What follows belongs to an exercise in optimizing a design on an open flow for small area and a short achievable clock period; a production flow would make more cautious choices. In this exercise RTL edits were held to simulation tests only and were not proved equivalent to the original. Power and IR drop assume default switching activity.

==> yarrow <==
==> flow/design.v (excerpt) <==
module FIR (
	input  wire        rst_n,
	input  wire        CLK,
	input  wire [15:0] sample_in,
	input  wire        En_FIR,
	output wire [31:0] sample_out
);
==> flow/config.mk <==
export PLATFORM = sky130hd
export DESIGN_NAME = FIR
export DESIGN_NICKNAME = FIR
export VERILOG_FILES = /design/flow/design.v
export SDC_FILE = /design/flow/constraint.sdc
export NUM_CORES = 8
export LEC_CHECK = 0
export CAP_MARGIN = 20
export CORE_MARGIN = 2
export CORE_UTILIZATION = 55
export PLACE_DENSITY = 0.7
export SLEW_MARGIN = 20
export SYNTH_HIERARCHICAL = 1
==> flow/constraint.sdc <==
create_clock -name core_clock -period 24.0 [get_ports {CLK}]
set_input_delay 4.8000 -clock core_clock [delete_from_list [all_inputs] [get_ports {CLK}]]
set_output_delay 4.8000 -clock core_clock [all_outputs]
set_load 0.01 [all_outputs]
standard.sh (not shown) runs the stock make flow with config.mk's settings and CLKGATE_MAP_FILE= SYNTH_SCRIPT=/design/flow/synth_recipe.tcl, a recipe that flattens the netlist after the stock synthesis.
==> flow/flow/run.sh <==
#!/bin/bash
# Own flow: the standard layout (standard.sh, unchanged synthesis), with
# timing repair aimed below the achieved period instead of the 24 ns clock,
# port buffers of a plain buffer cell, and a clock tree with larger sink
# clusters.  Each tool's output goes to its own log in this folder.
set -euo pipefail
export SETUP_SLACK_MARGIN=14.4
export BUFFER_PORTS_ARGS="-buffer_cell sky130_fd_sc_hd__buf_4"
export CTS_ARGS="-sink_clustering_enable -repair_clock_nets -buf_list sky130_fd_sc_hd__clkbuf_16 -sink_clustering_size 24 -sink_clustering_max_diameter 60 -dont_use_dummy_load"
bash standard.sh synth      > synth.log 2>&1
bash standard.sh floorplan  > floorplan.log 2>&1
bash standard.sh place      > place.log 2>&1
bash standard.sh cts        > cts.log 2>&1
bash standard.sh route      > route.log 2>&1
bash standard.sh finish     > finish.log 2>&1
==> raven: changes against yarrow <==
--- a/flow/flow/run.sh
+++ b/flow/flow/run.sh
@@ -8,3 +8,3 @@
 export BUFFER_PORTS_ARGS="-buffer_cell sky130_fd_sc_hd__buf_4"
-export CTS_ARGS="-sink_clustering_enable -repair_clock_nets -buf_list sky130_fd_sc_hd__clkbuf_16 -sink_clustering_size 24 -sink_clustering_max_diameter 60 -dont_use_dummy_load"
+export CTS_ARGS="-sink_clustering_enable -repair_clock_nets -buf_list sky130_fd_sc_hd__clkbuf_8 -sink_clustering_size 12 -sink_clustering_max_diameter 50 -dont_use_dummy_load"
 bash standard.sh synth      > synth.log 2>&1
==> impl_metrics.toml <==
[detailed_routing]
drt_iter0_markers = 5001
dr_wl_met3_um = 19400

[global_routing]
grt_pass1_wl_um = 396000

[clocking]
numCtsBuffers = 83

[layout]
signal_buffers = 89
antenna_cells = 7
multi_input_area_um2 = 52900
fillers = 11000

[timing]
fin_ws_ps = 14000

[power_and_ir_drop]
p_int_mw = 3.42

[worst_setup_path]
arrival_ps = 5200

[run_status]
outcome = "timing/DRC/antenna clean"
# the run above: yarrow

==> impl_metrics.toml <==
[detailed_routing]
dr_wl_met3_um = 20600
drt_iter0_markers = 4610
wl_um = 291000
viasPerCell = 6.41

[synthesis]
synth_top_family_by_area = "adder cells"

[layout]
largest_class = "multi-input gates"
instances_no_fill = 7289
antenna_cells = 5
multi_input_area_um2 = 52900

[timing]
fin_ws_ps = 13990
finalHoldViolations = 0

[clocking]
numCtsBuffers = 118

[power_and_ir_drop]
p_int_mw = 3.25

[run_status]
outcome = "timing/DRC/antenna clean"

[worst_setup_path]
arrival_ps = 5210
# the run above: raven



==> job 4500 <==
FIR, a different RTL version from the one above (not shown whole).
==> flow/design.v (excerpt) <==
module FIR (
	input  wire        rst_n,
	input  wire        CLK,
	input  wire [15:0] sample_in,
	input  wire        En_FIR,
	output wire [31:0] sample_out
);
reg  [15:0] x0;
wire [15:0] d0;
reg  [15:0] x1;
wire [15:0] d1;
reg  [15:0] x2;
wire [15:0] d2;
reg  [15:0] x3;
wire [15:0] d3;
reg  [15:0] x4;
wire [15:0] d4;
reg  [15:0] x5;
wire [15:0] d5;
reg  [15:0] x6;
wire [15:0] d6;
reg  [15:0] x7;
wire [15:0] d7;
reg  [15:0] x8;
wire [15:0] d8;
reg  [15:0] x9;
wire [15:0] d9;
reg  [15:0] x10;
wire [15:0] d10;
reg  [15:0] x11;
wire [15:0] d11;
reg  [15:0] x12;
wire [15:0] d12;
reg  [15:0] x13;
wire [15:0] d13;
reg  [15:0] x14;
wire [15:0] d14;
reg  [15:0] x15;
wire [15:0] d15;
reg  [15:0] x16;
wire [15:0] d16;
reg  [15:0] x17;
wire [15:0] d17;
reg  [15:0] x18;
wire [15:0] d18;
reg  [15:0] x19;
wire [15:0] d19;
reg  [15:0] x20;
wire [15:0] d20;
reg  [15:0] x21;
wire [15:0] d21;
reg  [15:0] x22;
wire [15:0] d22;
reg  [15:0] x23;
wire [15:0] d23;
reg  [15:0] x24;
wire [15:0] d24;
reg  [15:0] x25;
wire [15:0] d25;
reg  [15:0] x26;
wire [15:0] d26;
reg  [15:0] x27;
wire [15:0] d27;
reg  [15:0] x28;
wire [15:0] d28;
reg  [15:0] x29;
wire [15:0] d29;
reg  [15:0] x30;
wire [15:0] d30;
reg  [15:0] x31;
wire [15:0] d31;
reg  [15:0] x32;
wire [15:0] d32;
reg  [15:0] x33;
wire [15:0] d33;
reg  [15:0] x34;
wire [15:0] d34;
reg  [15:0] x35;
  ...
Settings: LEC_CHECK=0, CAP_MARGIN=20, CORE_MARGIN=2, CORE_UTILIZATION=60, PLACE_DENSITY=0.75, SLEW_MARGIN=20, SYNTH_HIERARCHICAL=1; clock period 24.0 ns.
==> flow/flow/run.sh <==
#!/bin/bash
# Own flow: the standard layout (standard.sh, unchanged synthesis), with
# timing repair aimed below the achieved period instead of the 24 ns clock,
# port buffers of a plain buffer cell, and a clock tree with larger sink
# clusters.  Each tool's output goes to its own log in this folder.
set -euo pipefail
export SETUP_SLACK_MARGIN=14.05
export BUFFER_PORTS_ARGS="-buffer_cell sky130_fd_sc_hd__buf_4"
export CTS_ARGS="-sink_clustering_enable -repair_clock_nets -buf_list sky130_fd_sc_hd__clkbuf_4 -sink_clustering_size 10 -sink_clustering_max_diameter 35 -dont_use_dummy_load"
bash standard.sh synth      > synth.log 2>&1
bash standard.sh floorplan  > floorplan.log 2>&1
bash standard.sh place      > place.log 2>&1
bash standard.sh cts        > cts.log 2>&1
bash standard.sh route      > route.log 2>&1
bash standard.sh finish     > finish.log 2>&1
==> job 1937: changes against job 4500 <==
--- a/flow/flow/run.sh
+++ b/flow/flow/run.sh
@@ -8,3 +8,3 @@
 export BUFFER_PORTS_ARGS="-buffer_cell sky130_fd_sc_hd__buf_4"
-export CTS_ARGS="-sink_clustering_enable -repair_clock_nets -buf_list sky130_fd_sc_hd__clkbuf_4 -sink_clustering_size 10 -sink_clustering_max_diameter 35 -dont_use_dummy_load"
+export CTS_ARGS="-sink_clustering_enable -repair_clock_nets -buf_list {sky130_fd_sc_hd__clkbuf_2 sky130_fd_sc_hd__clkbuf_4} -sink_clustering_size 8 -sink_clustering_max_diameter 35 -dont_use_dummy_load"
 bash standard.sh synth      > synth.log 2>&1
--- a/flow/config.mk
+++ b/flow/config.mk
@@ -9,4 +9,4 @@
 export CORE_MARGIN = 2
-export CORE_UTILIZATION = 60
-export PLACE_DENSITY = 0.75
+export CORE_UTILIZATION = 55
+export PLACE_DENSITY = 0.7
 export SLEW_MARGIN = 20
==> comparison table <==
                                                                    job 1937        job 4500
FMAX                                                               0.100 GHz      0.0999 GHz
Met3 WL                                                              18.8 mm         20.0 mm
Comb pwr                                                             1.96 mW         1.95 mW
Die Span X                                                            369 um          353 um
Total length of routed met2 wires                                     123 mm          124 mm
End point of the critical path                                sample_out[15]  sample_out[23]
Worst-case setup margin in the final layout                         14.00 ns        13.99 ns
Wire length of the first global-routing pass                          366 mm          372 mm
Count of non-filler cells in the finished layout                        6791            6649
Setup clock skew after layout                                       0.187 ns        0.151 ns
TAP cells                                                               1755            1625
Area of all placed cells without fillers                           78500 um2       78400 um2
Worst Hold Launch                                                     x10[2]         x22[15]
Met1 Use GR                                                            0.474           0.526
Result of the run                                   timing/DRC/antenna clean  timing/DRC/antenna clean
Layout Area Growth over Synthesis                                      7.34%           7.28%
Number of clock buffers in the layout                                    194             173
Multi-input logic portion of the cell area                             0.638           0.640
Arrival time of the worst setup path                                 5.20 ns         5.21 ns
Maximum number of pins on one net before global-route repair             241             265


==> job 7995: inputs <==
Another version of the RTL of FIR (not shown whole).
export LEC_CHECK = 0
export CAP_MARGIN = 20
export CORE_MARGIN = 2
export CORE_UTILIZATION = 55
export PLACE_DENSITY = 0.7
export SLEW_MARGIN = 20
export SYNTH_HIERARCHICAL = 1
create_clock -name core_clock -period 24.0 [get_ports {CLK}]
==> flow/flow/run.sh <==
#!/bin/bash
# Own flow: the standard layout (standard.sh, unchanged synthesis), with
# timing repair aimed below the achieved period instead of the 24 ns clock,
# port buffers of a plain buffer cell, and a clock tree with larger sink
# clusters.  Each tool's output goes to its own log in this folder.
set -euo pipefail
export SETUP_SLACK_MARGIN=14.05
export BUFFER_PORTS_ARGS="-buffer_cell sky130_fd_sc_hd__buf_4"
export CTS_ARGS="-sink_clustering_enable -repair_clock_nets -buf_list sky130_fd_sc_hd__clkbuf_4 -sink_clustering_size 8 -sink_clustering_max_diameter 50 -dont_use_dummy_load"
bash standard.sh synth      > synth.log 2>&1
bash standard.sh floorplan  > floorplan.log 2>&1
bash standard.sh place      > place.log 2>&1
bash standard.sh cts        > cts.log 2>&1
bash standard.sh route      > route.log 2>&1
bash standard.sh finish     > finish.log 2>&1
==> inputs of job 4820, as changes to job 7995 <==
--- a/flow/flow/run.sh
+++ b/flow/flow/run.sh
@@ -6,7 +6,7 @@
 set -euo pipefail
 export SETUP_SLACK_MARGIN=14.05
 export BUFFER_PORTS_ARGS="-buffer_cell sky130_fd_sc_hd__buf_4"
-export CTS_ARGS="-sink_clustering_enable -repair_clock_nets -buf_list sky130_fd_sc_hd__clkbuf_4 -sink_clustering_size 8 -sink_clustering_max_diameter 50 -dont_use_dummy_load"
+export CTS_ARGS="-sink_clustering_enable -repair_clock_nets -buf_list sky130_fd_sc_hd__clkbuf_8 -sink_clustering_size 12 -sink_clustering_max_diameter 50 -dont_use_dummy_load"
 bash standard.sh synth      > synth.log 2>&1
 bash standard.sh floorplan  > floorplan.log 2>&1
 bash standard.sh place      > place.log 2>&1
--- a/flow/config.mk
+++ b/flow/config.mk
@@ -7,7 +7,7 @@
 export LEC_CHECK = 0
 export CAP_MARGIN = 20
 export CORE_MARGIN = 2
-export CORE_UTILIZATION = 55
-export PLACE_DENSITY = 0.7
+export CORE_UTILIZATION = 70
+export PLACE_DENSITY = 0.8
 export SLEW_MARGIN = 20
 export SYNTH_HIERARCHICAL = 1
==> notes <==
In critical path depth, job 4820 and job 7995 do not differ. Of job 7995 and job 4820, job 4820 has the higher utilization (gap 16 points). Against job 4820, the die area of job 7995 is higher by about 27%. In job 7995 the final area is higher than in job 4820, by about 0.25%. In sequential power, job 7995 and job 4820 hardly differ. In job 7995 the sequential share of layout area is lower than in job 4820, by 0.065 points. Flip-flop and latch count is the same in job 7995 and job 4820. Between job 4820 and job 7995, the lower via count is in job 7995 (gap about 7%, measured against job 7995).
==> figures <==
Status: job 4820 timing/DRC/antenna clean; job 7995 timing/DRC/antenna clean
Startpoint of the worst hold path: job 4820 x16[5]$_DFF_P_; job 7995 x62[15]$_DFF_P_
Via count of the first global-routing pass: job 4820 50600; job 7995 48000
Startpoint of the most critical register-to-register path: job 4820 x49[0]$_DFF_P_; job 7995 x37[0]$_DFF_P_
# fillers: job 4820 6145; job 7995 10400
Terminating pin of the worst hold path: job 4820 x17[5]$_DFF_P_; job 7995 x63[15]$_DFF_P_
Setup slack of the most critical reg-to-reg path: job 4820 14.03 ns; job 7995 14.17 ns
Power share of the clock group: job 4820 18.7%; job 7995 18.0%
Worst-Margin Slew: job 4820 1.07 ns; job 7995 1.16 ns
Clock buffer count: job 4820 114; job 7995 165
Endpoint of the worst setup timing path: job 4820 sample_out[28]; job 7995 sample_out[3]
Placeable core area: job 4820 105000 sq um; job 7995 134000 sq um
Non-Filler Instances: job 4820 6547; job 7995 6964
Hold Worst Slack: job 4820 0.447 ns; job 7995 0.406 ns
CTS Root Cell: job 4820 sky130_fd_sc_hd__clkbuf_8; job 7995 sky130_fd_sc_hd__clkbuf_4
Register cell area after layout: job 4820 22500 sq um; job 7995 22500 sq um
Utilization after layout: job 4820 75.5%; job 7995 59.6%
Largest net degree at the start of global routing: job 4820 216; job 7995 246

[afterwards: timing with drivers on the ports]
No port has a modelled driver above. Below, the same layouts with a new extraction and two added sets of constraints. Step 1 sets driving cells, clkbuf_16 on the clock port and buf_2 on the other inputs (assumed; they add their load-dependent delay and slew). Step 2 adds t to the input delays and takes it off the output delays; t is the mean of the earliest and latest rising clock arrival at the registers after step 1. Input paths then give back, and output paths get back, about the clock's delay inside the block. Slacks: no drivers / after step 1 / after step 2; pairs: no drivers / after step 1.
run	t, ns	setup WS [ns]	pins driven straight from the clock port
yarrow	0.791	13.997 / 13.579 / 13.565	1
raven	0.934	13.989 / 13.575 / 13.521	1
job 4500	1.222	13.995 / 13.661 / 13.661	1
job 1937	1.216	14.000 / 13.635 / 13.635	1
job 7995	1.242	14.006 / 13.606 / 13.271	1
job 4820	0.869	14.004 / 13.605 / 13.605	1
After both steps every run listed still meets setup and hold. For job 7995, which loses most, drivers alone change the setup slack by -0.400 ns; drivers and shift together by -0.735 ns.
